Context: an optimization exercise on an open-source flow, tuned for small area, a short achievable clock period and few clock cycles. The choices shown serve that exercise and are no tape-out recipe.
Where RTL was checked, it was by simulation tests only, not by an equivalence proof against the original.

==> flow/design.v (excerpt) <==
module lmfe_top (
	clk,
	reset,
	Din,
	in_en,
	busy,
	out_valid,
	Dout,
	sram_a,
	sram_d,
	sram_cen,
	sram_wen,
	sram_q
);
Size in the first run: about 1900 cells after synthesis, ~580 flip-flops, roughly 22000 um^2 of cells after synthesis.
export LEC_CHECK = 0
export CAP_MARGIN = 20
export CORE_MARGIN = 2
export CORE_UTILIZATION = 40
export CTS_CLUSTER_DIAMETER = 60
export CTS_CLUSTER_SIZE = 24
export PLACE_DENSITY = 0.55
export SLEW_MARGIN = 20
create_clock -name core_clock -period 10.0 [get_ports {clk}]
standard.sh (not shown) runs the stock make flow with config.mk's settings and CLKGATE_MAP_FILE= SYNTH_SCRIPT=/design/flow/synth_recipe.tcl, a recipe that flattens the netlist after the stock synthesis.
==> flow/flow/run.sh <==
#!/bin/bash
set -euo pipefail
bash standard.sh SETUP_SLACK_MARGIN=6.5 finish > standard.log 2>&1
Testbench counts at the start, summed over its fixed seeds: cycles 706,620.
Then changed:
--- a/flow/design.v
+++ b/flow/design.v
@@ -15,12 +15,13 @@
 input			INIT;	 
 input			PRE;	 
 input			ZF;		 
 output	[7:0]	MED;	 
 reg		[7:0]	slot [0:55];
 reg		[55:0]	flag;
+reg		[5:0]	Z;		 
 reg		[4:0]	L;		 
 reg		[5:0]	C0A, C0B, C1A, C1B;	 
 reg				sel;	 
 reg				d7;
 reg		[5:0]	mb;		 
 integer			p;
@@ -40,14 +41,23 @@
 wire	[5:0]	CA = sel ? C0A : C1A;
 wire	[5:0]	CB = sel ? C0B : C1B;
 wire	[6:0]	s = {2'd0, L} + {1'd0, CA} + {1'd0, CB};
 wire	[6:0]	s0 = {2'd0, L} + {1'd0, C0A} + {1'd0, C0B};
 wire	[6:0]	s1 = {2'd0, L} + {1'd0, C1A} + {1'd0, C1B};
 wire			dec0 = sel ? (s0 >= 7'd25) : (s1 >= 7'd25);	 
-reg		[5:0]	QZ, ZP;
-wire	[5:0]	zpn = QZ + {5'd0, ~slot[0][7]} + {5'd0, ~PIX[7]} - {5'd0, ~slot[48][7]} - {5'd0, ~slot[47][7]};
+reg		[2:0]	znew, zold;
+always @ * begin
+	znew = 3'd0;
+	for (p = 0; p < 4; p = p + 1)
+		znew = znew + {2'd0, ~slot[p][7]};
+	zold = 3'd0;
+	for (p = 46; p < 53; p = p + 1)
+		zold = zold + {2'd0, ~slot[p][7]};
+end
+reg		[5:0]	Z4, ZP;
+wire	[5:0]	zpn = Z4 + {5'd0, ~slot[0][7]} + {5'd0, ~PIX[7]};
 reg				lt25, lt24;		 
 wire	[5:0]	zn = ZP + {5'd0, ~slot[0][7]};
 wire			d7n = slot[0][7] ? lt25 : lt24;	 
 reg		[56:0]	x0, x1;
 always @ * begin
 	for (p = 0; p < 56; p = p + 1) begin
@@ -82,19 +92,20 @@
 	end else begin
 		flag[0] <= 1'b0;
 		for (p = 0; p < 55; p = p + 1)
 			flag[p+1] <= flag[p] & (slot[p][6] ^ dec0) & ~PRE;
 		if (!dec0) L <= s[4:0];
 	end
+	Z4 <= Z + {3'd0, znew} - {3'd0, zold};
 	ZP <= zpn;
 	lt25 <= (zpn < 6'd25);
 	lt24 <= (zpn < 6'd24);
 	if (ZF)
-		QZ <= 6'd48;
-	else
-		QZ <= QZ + {5'd0, ~slot[0][7]} - {5'd0, ~slot[48][7]};
+		Z <= 6'd49;
+	else if (init)
+		Z <= zn;
 end
 endmodule
 module lmfe_popc57 (x, A, B);
 input	[56:0]	x;
 output	[5:0]	A;
 output	[5:0]	B;
@@ -481,12 +492,13 @@
 				d1 <= 1'b1;
 			end else begin
 				A <= {rrow, j[6:0]};
 				v1 <= rd_ok;
 			end
 			if (t == 3'd5) D <= DIN;
+			if (t == 3'd1) DOUT <= MED;
 			if (t == 3'd6) begin
 				t <= 3'd0;
 				if (last_col) begin
 					j <= 8'd0;
 					y <= y + 8'd1;
 				end else begin
@@ -494,16 +506,14 @@
 				end
 			end else begin
 				t <= t + 3'd1;
 			end
 		end
 		default: begin
-			A <= {rrow, j[6:0]};
 		end
 	endcase
-	DOUT <= MED;	 
 end
 endmodule
 module lmfe_top (
 	clk,
 	reset,
 	Din,
The changed run ran to the end with no violations.
Global-route usage stays flat.
Worst hold slack degrades by 6.5 ps.
Die area went up by about 2.7%.
Flip-flop and latch count is higher by 17.
Maximum frequency increases by 0.82%.
Final area rose by about 3.7%.
Final cell count went up by 2.1%.
Wire length goes up by 3.2%.
Clock-buffer cell count rose by 6.
Setup slack is better by 35 ps.
No functional check of the RTL was part of the second run of this note.

* * *

## middle
lmfe_top, a different RTL version from the one above (not shown whole).
For scale: ~1900 cells after synthesis, ~49 I/O pins, about 23000 sq um of cells after synthesis.
==> module lmfe_filter_ctrl, before the edit <==
module lmfe_filter_ctrl (
	clk,
	RST,
	IEN,
	DIN,
	Q,
	MED,
	A,
	D,
	CEN,
	WEN,
	INS,
	PIX,
	TR,
	INIT,
	PRE,
	PRE2,
	ZF,
	DOUT,
	OV,
	BZ
);
input			clk;
input			RST;
input			IEN;
input	[7:0]	DIN;
input	[7:0]	Q;
input	[7:0]	MED;
output	[9:0]	A;
output	[7:0]	D;
output			CEN;
output			WEN;
output	[7:0]	INS;
output	[7:0]	PIX;
output	[2:0]	TR;
output			INIT;
output			PRE;
output			PRE2;
output			ZF;
output	[7:0]	DOUT;
output			OV;
output			BZ;
localparam ST_IDL  = 2'd0;
localparam ST_LOAD = 2'd1;
localparam ST_RUN  = 2'd2;
localparam ST_END  = 2'd3;
reg		[9:0]	A;
reg		[7:0]	D;
reg				CEN;
reg				WEN;
reg		[7:0]	DOUT;
reg				OV;
reg				BZ;
reg		[1:0]	state;
reg		[2:0]	t;		 
reg		[7:0]	j;		 
reg		[7:0]	y;		 
reg				v1, v2;	 
reg				d1, d2;	 
reg				pv;		 
reg				okA, okB;	 
reg				INIT;		 
reg				PRE;		 
reg				PRE2;		 
wire	run = (state == ST_RUN);
wire	col_in = ~j[7];						 
wire	[7:0] yt = y + {5'd0, t};			 
wire	rd_ok = run && col_in && (t != 3'd6) && (yt >= 8'd3) && (yt <= 8'd130);
wire	wr_ok = run && col_in && (y <= 8'd124);
wire	[2:0] rrow = y[2:0] + t + 3'd5;		 
wire	[2:0] wrow = y[2:0] + 3'd3;			 
wire	last_load = (y[1:0] == 2'd2) && (j[6:0] == 7'd127);
wire	last_col = (j == 8'd130);
assign TR = (t >= 3'd2) ? (t - 3'd2) : (t + 3'd5);
assign ZF = ~run;
assign INS = v2 ? (d2 ? D : Q) : 8'd0;
assign PIX = pv ? D : 8'd0;
always @ (posedge clk, posedge RST) begin
	if (RST) begin
		state <= ST_IDL;
		CEN <= 1'b1;
		WEN <= 1'b1;
		OV <= 1'b0;
		BZ <= 1'b0;
		okA <= 1'b0;
		okB <= 1'b0;
	end else begin
		OV <= 1'b0;
		case (state)
			ST_IDL: begin
				CEN <= ~IEN;
				WEN <= ~IEN;
				if (IEN) state <= ST_LOAD;	 
			end
			ST_LOAD: begin
				CEN <= 1'b0;
				WEN <= 1'b0;
				if (last_load) begin
					BZ <= 1'b1;
					state <= ST_RUN;
				end
			end
			ST_RUN: begin
				CEN <= (t == 3'd6) ? ~wr_ok : ~rd_ok;
				WEN <= (t != 3'd6);
				BZ <= ~((t == 3'd4) && wr_ok);
				if (t == 3'd1) OV <= okB;
				if (t == 3'd6) begin
					okA <= (j >= 8'd3) && ~y[7];
					okB <= okA;
				end
				if ((y == 8'd128) && (j == 8'd1) && (t == 3'd1))
					state <= ST_END;
			end
			ST_END: begin
				CEN <= 1'b1;
				WEN <= 1'b1;
				BZ <= 1'b1;
			end
		endcase
	end
end
always @ (posedge clk) begin
	v2 <= v1;
	d2 <= d1;
	v1 <= 1'b0;
	d1 <= 1'b0;
	INIT <= run && (t == 3'd0);
	PRE <= run && (t == 3'd6);
	PRE2 <= run && (t == 3'd5);
	case (state)
		ST_IDL: begin
			pv <= 1'b0;
			A <= 10'd0;
			D <= DIN;
			j <= 8'd1;
			y <= 8'd0;
		end
		ST_LOAD: begin
			A <= {1'b0, y[1:0], j[6:0]};
			D <= DIN;
			{y[1:0], j[6:0]} <= {y[1:0], j[6:0]} + 9'd1;
			if (last_load) begin
				t <= 3'd0;
				j <= 8'd0;
				y <= 8'd0;
			end
		end
		ST_RUN: begin
			if (t == 3'd6) begin
				A <= {wrow, j[6:0]};
				pv <= wr_ok;
				v1 <= wr_ok;
				d1 <= 1'b1;
			end else begin
				A <= {rrow, j[6:0]};
				v1 <= rd_ok;
			end
			if (t == 3'd5) D <= DIN;
			if (t == 3'd6) begin
				t <= 3'd0;
				if (last_col) begin
					j <= 8'd0;
					y <= y + 8'd1;
				end else begin
					j <= j + 8'd1;
				end
			end else begin
				t <= t + 3'd1;
			end
		end
		default: begin
			A <= {rrow, j[6:0]};
		end
	endcase
	DOUT <= MED;	 
end
endmodule
Settings: LEC_CHECK=0, CAP_MARGIN=20, CORE_MARGIN=2, CORE_UTILIZATION=55, CTS_CLUSTER_DIAMETER=60, CTS_CLUSTER_SIZE=24, PLACE_DENSITY=0.7, SLEW_MARGIN=20; clock period 10.0 ns.
==> flow/flow/run.sh <==
#!/bin/bash
set -euo pipefail
bash standard.sh SETUP_SLACK_MARGIN=6.6 finish > standard.log 2>&1
Testbench counts of middle, summed over its fixed seeds: cycles 706,620.
Changes in west relative to middle:
--- a/flow/design.v
+++ b/flow/design.v
@@ -902,6 +902,4 @@
 	if (RST) begin
 		state <= ST_IDL;
-		CEN <= 1'b1;
-		WEN <= 1'b1;
 		OV <= 1'b0;
 		BZ <= 1'b0;
@@ -912,11 +910,7 @@
 		case (state)
 			ST_IDL: begin
-				CEN <= ~IEN;
-				WEN <= ~IEN;
 				if (IEN) state <= ST_LOAD;	 
 			end
 			ST_LOAD: begin
-				CEN <= 1'b0;
-				WEN <= 1'b0;
 				if (last_load) begin
 					BZ <= 1'b1;
@@ -925,6 +919,4 @@
 			end
 			ST_RUN: begin
-				CEN <= (t == 3'd6) ? ~wr_ok : ~rd_ok;
-				WEN <= (t != 3'd6);
 				BZ <= ~((t == 3'd4) && wr_ok);
 				if (t == 3'd1) OV <= okB;
@@ -937,6 +929,4 @@
 			end
 			ST_END: begin
-				CEN <= 1'b1;
-				WEN <= 1'b1;
 				BZ <= 1'b1;
 			end
@@ -945,4 +935,24 @@
 end
 always @ (posedge clk) begin
+	case (state)
+		ST_IDL: begin
+			CEN <= ~IEN;
+			WEN <= ~IEN;
+		end
+		ST_LOAD: begin
+			CEN <= 1'b0;
+			WEN <= 1'b0;
+		end
+		ST_RUN: begin
+			CEN <= (t == 3'd6) ? ~wr_ok : ~rd_ok;
+			WEN <= (t != 3'd6);
+		end
+		default: begin
+			CEN <= 1'b1;
+			WEN <= 1'b1;
+		end
+	endcase
+end
+always @ (posedge clk) begin
 	v2 <= v1;
 	d2 <= d1;
--- outcome ---
Per the comparison of west with middle, number of fill cells went up about 3%; vias after detailed routing now sits higher; average wire per standard cell shows an increase of about 3.5%; number of instances in the synthesized netlist moved up; share of cell area taken by muxes after synthesis climbed 0.19 points. Delta (west minus middle): worst clock skew saw an increase; overall track demand over capacity in global routing saw an increase; first-iteration DRC count saw an increase. Final design instance area without fill came out higher on west than on middle.
Only the layout flow was run in west; the RTL was not checked for function there.

* * *

Another version of the RTL of lmfe_top (not shown whole).
Size: ~610 flip-flops, roughly 49 I/O pins, roughly 0.022 sq mm of cells after synthesis.
==> module lmfe_filter_ctrl, before the edit <==
module lmfe_filter_ctrl (
	clk,
	RST,
	IEN,
	DIN,
	Q,
	MEDB,
	MED7,
	A,
	D,
	CEN,
	WEN,
	INS,
	PIX,
	TR,
	INIT,
	PRE,
	PRE2,
	ZF,
	DOUT,
	OV,
	BZ
);
input			clk;
input			RST;
input			IEN;
input	[7:0]	DIN;
input	[7:0]	Q;
input			MEDB;	 
input			MED7;	 
output	[9:0]	A;
output	[7:0]	D;
output			CEN;
output			WEN;
output	[7:0]	INS;
output	[7:0]	PIX;
output	[2:0]	TR;
output			INIT;
output			PRE;
output			PRE2;
output			ZF;
output	[7:0]	DOUT;
output			OV;
output			BZ;
localparam ST_IDL  = 2'd0;
localparam ST_LOAD = 2'd1;
localparam ST_RUN  = 2'd2;
localparam ST_END  = 2'd3;
reg		[9:0]	A;
reg		[7:0]	D;
reg				CEN;
reg				WEN;
reg		[7:0]	DOUT;
reg				OV;
reg				BZ;
reg		[1:0]	state;
reg		[2:0]	t;		 
reg		[7:0]	j;		 
reg		[7:0]	y;		 
reg				v1, v2;	 
reg				d1, d2;	 
reg				pv;		 
reg				okA, okB;	 
reg				INIT;		 
reg				PRE;		 
reg				PRE2;		 
wire	run = (state == ST_RUN);
wire	col_in = ~j[7];						 
wire	[7:0] rr = y + {5'd0, t} - 8'd3;	 
wire	rd_ok = run && col_in && (t != 3'd6) && ~rr[7];
wire	wr_ok = run && col_in && (y <= 8'd124);
wire	[2:0] rrow = rr[2:0];				 
wire	[2:0] wrow = y[2:0] + 3'd3;			 
wire	last_load = (y[1:0] == 2'd2) && (j[6:0] == 7'd127);
wire	last_col = (j == 8'd130);
assign TR = (t >= 3'd2) ? (t - 3'd2) : (t + 3'd5);
assign ZF = ~run;
assign INS = v2 ? (d2 ? D : Q) : 8'd0;
assign PIX = pv ? D : 8'd0;
always @ (posedge clk, posedge RST) begin
	if (RST) begin
		state <= ST_IDL;
		CEN <= 1'b1;
		WEN <= 1'b1;
		OV <= 1'b0;
		BZ <= 1'b0;
		okA <= 1'b0;
		okB <= 1'b0;
	end else begin
		OV <= 1'b0;
		case (state)
			ST_IDL: begin
				CEN <= ~IEN;
				WEN <= ~IEN;
				if (IEN) state <= ST_LOAD;	 
			end
			ST_LOAD: begin
				CEN <= 1'b0;
				WEN <= 1'b0;
				if (last_load) begin
					BZ <= 1'b1;
					state <= ST_RUN;
				end
			end
			ST_RUN: begin
				CEN <= (t == 3'd6) ? ~wr_ok : ~rd_ok;
				WEN <= (t != 3'd6);
				BZ <= ~((t == 3'd4) && wr_ok);
				if (t == 3'd1) OV <= okB;
				if (t == 3'd6) begin
					okA <= (j >= 8'd3) && ~y[7];
					okB <= okA;
				end
				if ((y == 8'd128) && (j == 8'd1) && (t == 3'd1))
					state <= ST_END;
			end
			ST_END: begin
				CEN <= 1'b1;
				WEN <= 1'b1;
				BZ <= 1'b1;
			end
		endcase
	end
end
always @ (posedge clk) begin
	v2 <= v1;
	d2 <= d1;
	v1 <= 1'b0;
	d1 <= 1'b0;
	INIT <= run && (t == 3'd0);
	PRE <= run && (t == 3'd6);
	PRE2 <= run && (t == 3'd5);
	case (state)
		ST_IDL: begin
			pv <= 1'b0;
			A <= 10'd0;
			D <= DIN;
			j <= 8'd1;
			y <= 8'd0;
		end
		ST_LOAD: begin
			A <= {1'b0, y[1:0], j[6:0]};
			D <= DIN;
			{y[1:0], j[6:0]} <= {y[1:0], j[6:0]} + 9'd1;
			if (last_load) begin
				t <= 3'd0;
				j <= 8'd0;
				y <= 8'd0;
			end
		end
		ST_RUN: begin
			if (t == 3'd6) begin
				A <= {wrow, j[6:0]};
				pv <= wr_ok;
				v1 <= wr_ok;
				d1 <= 1'b1;
			end else begin
				A <= {rrow, j[6:0]};
				v1 <= rd_ok;
			end
			if (t == 3'd5) D <= DIN;
			if (t == 3'd6) begin
				t <= 3'd0;
				if (last_col) begin
					j <= 8'd0;
					y <= y + 8'd1;
				end else begin
					j <= j + 8'd1;
				end
			end else begin
				t <= t + 3'd1;
			end
		end
		default: begin
			A <= {rrow, j[6:0]};
		end
	endcase
	DOUT <= {MED7, DOUT[5:0], MEDB};
end
endmodule
Settings: LEC_CHECK=0, CAP_MARGIN=20, CORE_MARGIN=2, CORE_UTILIZATION=48, CTS_CLUSTER_DIAMETER=60, CTS_CLUSTER_SIZE=24, PLACE_DENSITY=0.62, SLEW_MARGIN=20; clock period 10.0 ns.
Scripts as last shown in full above: flow/flow/run.sh
The starting point went through all stages and came out clean.
Rerun with:
--- a/flow/design.v
+++ b/flow/design.v
@@ -863,16 +863,16 @@
 reg				okA, okB;	 
 reg				INIT;		 
 reg				PRE;		 
 reg				PRE2;		 
 wire	run = (state == ST_RUN);
 wire	col_in = ~j[7];						 
-wire	[7:0] rr = y + {5'd0, t} - 8'd3;	 
-wire	rd_ok = run && col_in && (t != 3'd6) && ~rr[7];
+wire	[7:0] yt = y + {5'd0, t};			 
+wire	rd_ok = run && col_in && (t != 3'd6) && (yt >= 8'd3) && (yt <= 8'd130);
 wire	wr_ok = run && col_in && (y <= 8'd124);
-wire	[2:0] rrow = rr[2:0];				 
+wire	[2:0] rrow = y[2:0] + t + 3'd5;		 
 wire	[2:0] wrow = y[2:0] + 3'd3;			 
 wire	last_load = (y[1:0] == 2'd2) && (j[6:0] == 7'd127);
 wire	last_col = (j == 8'd130);
 assign TR = (t >= 3'd2) ? (t - 3'd2) : (t + 3'd5);
 assign ZF = ~run;
 assign INS = v2 ? (d2 ? D : Q) : 8'd0;
- maximum frequency grows by 4.5%
- cell area grows by 0.55%
- sequential share of layout area shrinks by 0.20 points
- critical path depth grows by 1
- cell count does not change
- worst setup slack is better by 0.15 ns
- utilization grows by 0.30 points
- routed wire length grows by 0.31%
Testbench counts after the change, summed over its fixed seeds: cycles 706,620.
Function not checked in the first run of this note: the RTL went through the layout flow alone.

[static timing again, ports no longer ideal]
No port has a modelled driver above. Below, the same layouts with a new extraction and two added sets of constraints. Step 1 sets driving cells, clkbuf_16 on the clock port and buf_2 on the other inputs (assumed; they add their load-dependent delay and slew). Step 2, shift: input delay + t, output delay - t, t = (earliest + latest rising clock arrival at the registers) / 2. This alone moves slack from input paths to output paths. Three values: ideal, step 1, step 2; two values: the first two.
| run | t, ns | setup WS [ns] | worst data-port slew with drivers (ns) |
|---|---|---|---|
| the first run of note 1 | 0.637 | 5.745 / 5.745 / 5.745 | 0.04 |
| the second run of note 1 | 0.633 | 5.780 / 5.780 / 5.780 | 0.04 |
| middle | 0.625 | 6.553 / 6.553 / 6.163 | 0.04 |
| west | 0.629 | 6.454 / 6.454 / 6.408 | 0.05 |
| the first run of note 3 | 0.625 | 6.454 / 6.454 / 6.454 | 0.04 |
| the second run of note 3 | 0.627 | 6.608 / 6.600 / 6.357 | 0.04 |
After both steps every run listed still meets setup and hold. The setup slack of middle, which loses most, moves by 0.000 ns with the drivers and by -0.390 ns with both steps.
